Background: an optimization exercise with open tools, aiming at small area, a short achievable clock period and few clock cycles per item. Do not read the settings as production practice.
In this exercise RTL edits were held to simulation tests only and were not proved equivalent to the original.
The clock input has no modelled driver; a real chip could not lean on it and would need a root buffer or a full tree.
Power is estimated from default activity; no workload was simulated.

Setup of try-harbor:
==> flow/design.v (excerpt) <==
module divider (clk, quot, rem, fin, dvdend, dvsor, reset);
For scale: ~200 I/O pins, roughly 0.0056 mm² of cells after synthesis.
clock: 7.0 ns
lec_check: 0
abc_area: 1
cap_margin: 20
core_margin: 2
core_utilization: 45
setup_slack_margin: 4.75
slew_margin: 20
standard.sh (not shown) runs the stock make flow with config.mk's settings and CLKGATE_MAP_FILE= SYNTH_SCRIPT=/design/flow/synth_recipe.tcl, a recipe that flattens the netlist after the stock synthesis.
==> flow/flow/run.sh <==
#!/bin/bash
# Standard layout, with the port buffers made of the smallest buffer cell.
set -euo pipefail
export BUFFER_PORTS_ARGS="-buffer_cell sky130_fd_sc_hd__buf_1"
export SKIP_REPAIR_TIE_FANOUT=1
export PRE_CTS_TCL="$PWD/flow/pre_cts.tcl"
export MANUAL_CTS_NBUF=4
export ADDER_MAP_FILE=
bash standard.sh > standard.log 2>&1
Other scripts of this flow, unchanged in this note and not shown: flow/flow/pre_cts.tcl
Having completed the whole flow, try-harbor delivered a layout that passed the timing, DRC and antenna checks.
Testbench counts of try-harbor, summed over its fixed seeds: cycles 108,800, items 3,200.
diff inputs: try-harbor => try-quartz
Settings: CORE_UTILIZATION changed from 45 to 55; SETUP_SLACK_MARGIN changed from 4.75 to 4.7.
--- a/flow/flow/run.sh
+++ b/flow/flow/run.sh
@@ -7,3 +7,2 @@
 export MANUAL_CTS_NBUF=4
-export ADDER_MAP_FILE=
 bash standard.sh > standard.log 2>&1
Notes after the runs:
Compared with try-harbor, try-quartz shows a higher share of the final layout cell area in sequential cells. try-harbor ended up with r[3] as its start point of the critical path; try-quartz ended up with q[31]. There was hardly any difference in total power between try-harbor and try-quartz. Diff try-harbor -> try-quartz | post-synthesis instance total | decrease of about 8%.
Relative to try-quartz, the following input files were edited for try-cedar:
Settings: SETUP_SLACK_MARGIN now 4.75, was 4.7.
--- a/flow/flow/run.sh
+++ b/flow/flow/run.sh
@@ -1,3 +1,10 @@
 #!/bin/bash
-# Standard layout, with the port buffers made of the smallest buffer cell.
+# The standard layout (standard.sh), with four changes:
+# - synthesis skips Yosys's full/half-adder extraction (ADDER_MAP_FILE empty),
+#   so ABC maps the whole subtractor; registers are unchanged;
+# - the port buffers are the smallest buffer cell (buf_1), one per port as usual;
+# - tie cells are not duplicated per load (one tie cell drives rem[31:0]);
+# - the clock tree is one level of four clkbuf_16 buffers, each driving a
+#   quarter of the flip-flops (flow/pre_cts.tcl), in place of TritonCTS's tree.
+# Each tool's full output goes to standard.log and to ORFS's own logs.
 set -euo pipefail
@@ -7,2 +14,3 @@
 export MANUAL_CTS_NBUF=4
+export ADDER_MAP_FILE=
 bash standard.sh > standard.log 2>&1
==> notes.md <==
Delta (try-cedar minus try-quartz): via count now sits higher; adder and majority gate portion of the synthesized area now smaller. As of try-cedar, power in sequential cells had fallen slightly compared to try-quartz. try-cedar ended up with a higher height of the chip than try-quartz did. try-cedar does worse than try-quartz on total power. try-cedar has cell area after technology mapping above what try-quartz had. In try-cedar the met2 usage in global routing turned out 3.9 points higher than in try-quartz. try-quartz has a higher critical path depth than try-cedar.
Relative to try-cedar, the following input files were edited for try-lagoon:
Settings: swapping 55 for 40 in CORE_UTILIZATION; swapping 4.75 for 4.5 in SETUP_SLACK_MARGIN.
==> flow/flow/run.sh <==
#!/bin/bash
# Standard layout, with the port buffers made of the smallest buffer cell.
set -euo pipefail
export BUFFER_PORTS_ARGS="-buffer_cell sky130_fd_sc_hd__buf_1"
export SKIP_REPAIR_TIE_FANOUT=1
export PRE_CTS_TCL="$PWD/flow/pre_cts.tcl"
export MANUAL_CTS_NBUF=4
bash standard.sh > standard.log 2>&1
## What came out
try-lagoon closes out successfully: all stages finished, all timing, DRC and antenna checks passed.
Taking try-cedar as the reference, in try-lagoon sequential power picked up an extra about 2%, logic depth of the worst path, buffers included picked up an extra 14, sequential cell count neither gained nor lost much, area overhead of the layout relative to synthesis neither gained nor lost much, overall track demand over capacity in global routing lost 8.4 points.
try-lagoon ended up with a lower cell count after synthesis than try-cedar did.
For the fraction of power consumed by combinational cells, try-lagoon came in 2.2 points lower than try-cedar did.
The following lists how try-sierra was set up differently from try-lagoon:
Settings: SETUP_SLACK_MARGIN now 4.75, was 4.5; CORE_UTILIZATION now 55, was 40.
--- a/flow/flow/run.sh
+++ b/flow/flow/run.sh
@@ -7,2 +7,3 @@
 export MANUAL_CTS_NBUF=4
+export ADDER_MAP_FILE=
 bash standard.sh > standard.log 2>&1
### Flow results
- Comparing try-sierra and try-lagoon, the lower gate count after technology mapping is on try-lagoon.
- Of try-sierra and try-lagoon, it is try-sierra that has the higher final standard cell utilization of the core.
- For global-route wire length before repair, dividing the value from try-lagoon by the value from try-sierra gives 0.876.
- try-sierra vs. try-lagoon: total iterations of the first detailed-routing run rose by 1, largest net degree at the start of global routing fell by 23, share of total power in combinational logic rose by 2.2 points.
- Per the comparison of try-sierra with try-lagoon, number of hold buffers added after cts about even, worst-case setup margin in the final layout rose 160 ps.
Here is what was changed in the inputs of try-willow compared with try-sierra.
Settings: CORE_UTILIZATION changed from 55 to 40; SETUP_SLACK_MARGIN changed from 4.75 to 4.65.
--- a/flow/flow/run.sh
+++ b/flow/flow/run.sh
@@ -7,3 +7,2 @@
 export MANUAL_CTS_NBUF=4
-export ADDER_MAP_FILE=
 bash standard.sh > standard.log 2>&1
try-sierra has a lower power consumption than try-willow.
Note that the first-pass GRT wire length recorded for try-sierra amounts to 1.11 times the value seen in try-willow.
Looking only at fraction of the cycle the final worst path needs, and setting everything else aside, the higher value of try-sierra and try-willow goes to try-willow.
The final reports for try-willow and try-sierra show clock network fraction of total power lower in the former.
Against try-sierra, total half-perimeter wirelength after legalization and detailed placement in try-willow fell by a few percent.
In the tables for try-sierra and try-willow, core area reads lower with try-sierra.
Compared try-willow vs try-sierra, and maximum fanout count along the critical path is up in try-willow.
No run of this note takes its clock network from TritonCTS; it comes from the design's own scripts or RTL.

afterwards: timing with drivers on the ports:
The results above use ideal ports. As a check the final layouts listed here were re-extracted and re-timed, cells and wires unchanged.
Step 1, drivers: a clkbuf_16 drives clk and a buf_2 each remaining input, both assumed.
Step 2 times the ports against the registers' clock, not the clock port: input delays grow and output delays shrink by t, the midpoint of the rising clock arrivals with the driver on.
Three values: no drivers, after step 1, after step 2; two values: the first two.
| run | shift t [ns] | slack for setup (ns) | cell pins on the clock port's net |
|---|---|---|---|
| try-harbor | 0.245 | 4.817 / 4.733 / 4.911 | 4 |
| try-quartz | 0.242 | 4.758 / 4.722 / 4.758 | 4 |
| try-cedar | 0.242 | 4.836 / 4.756 / 4.875 | 4 |
| try-lagoon | 0.244 | 4.674 / 4.673 / 4.673 | 4 |
| try-sierra | 0.242 | 4.836 / 4.756 / 4.875 | 4 |
| try-willow | 0.243 | 4.780 / 4.703 / 4.780 | 4 |
After both steps setup and hold are still met in every run listed. For try-lagoon, which loses most, drivers alone change the setup slack by -0.001 ns; drivers and shift together by -0.001 ns.
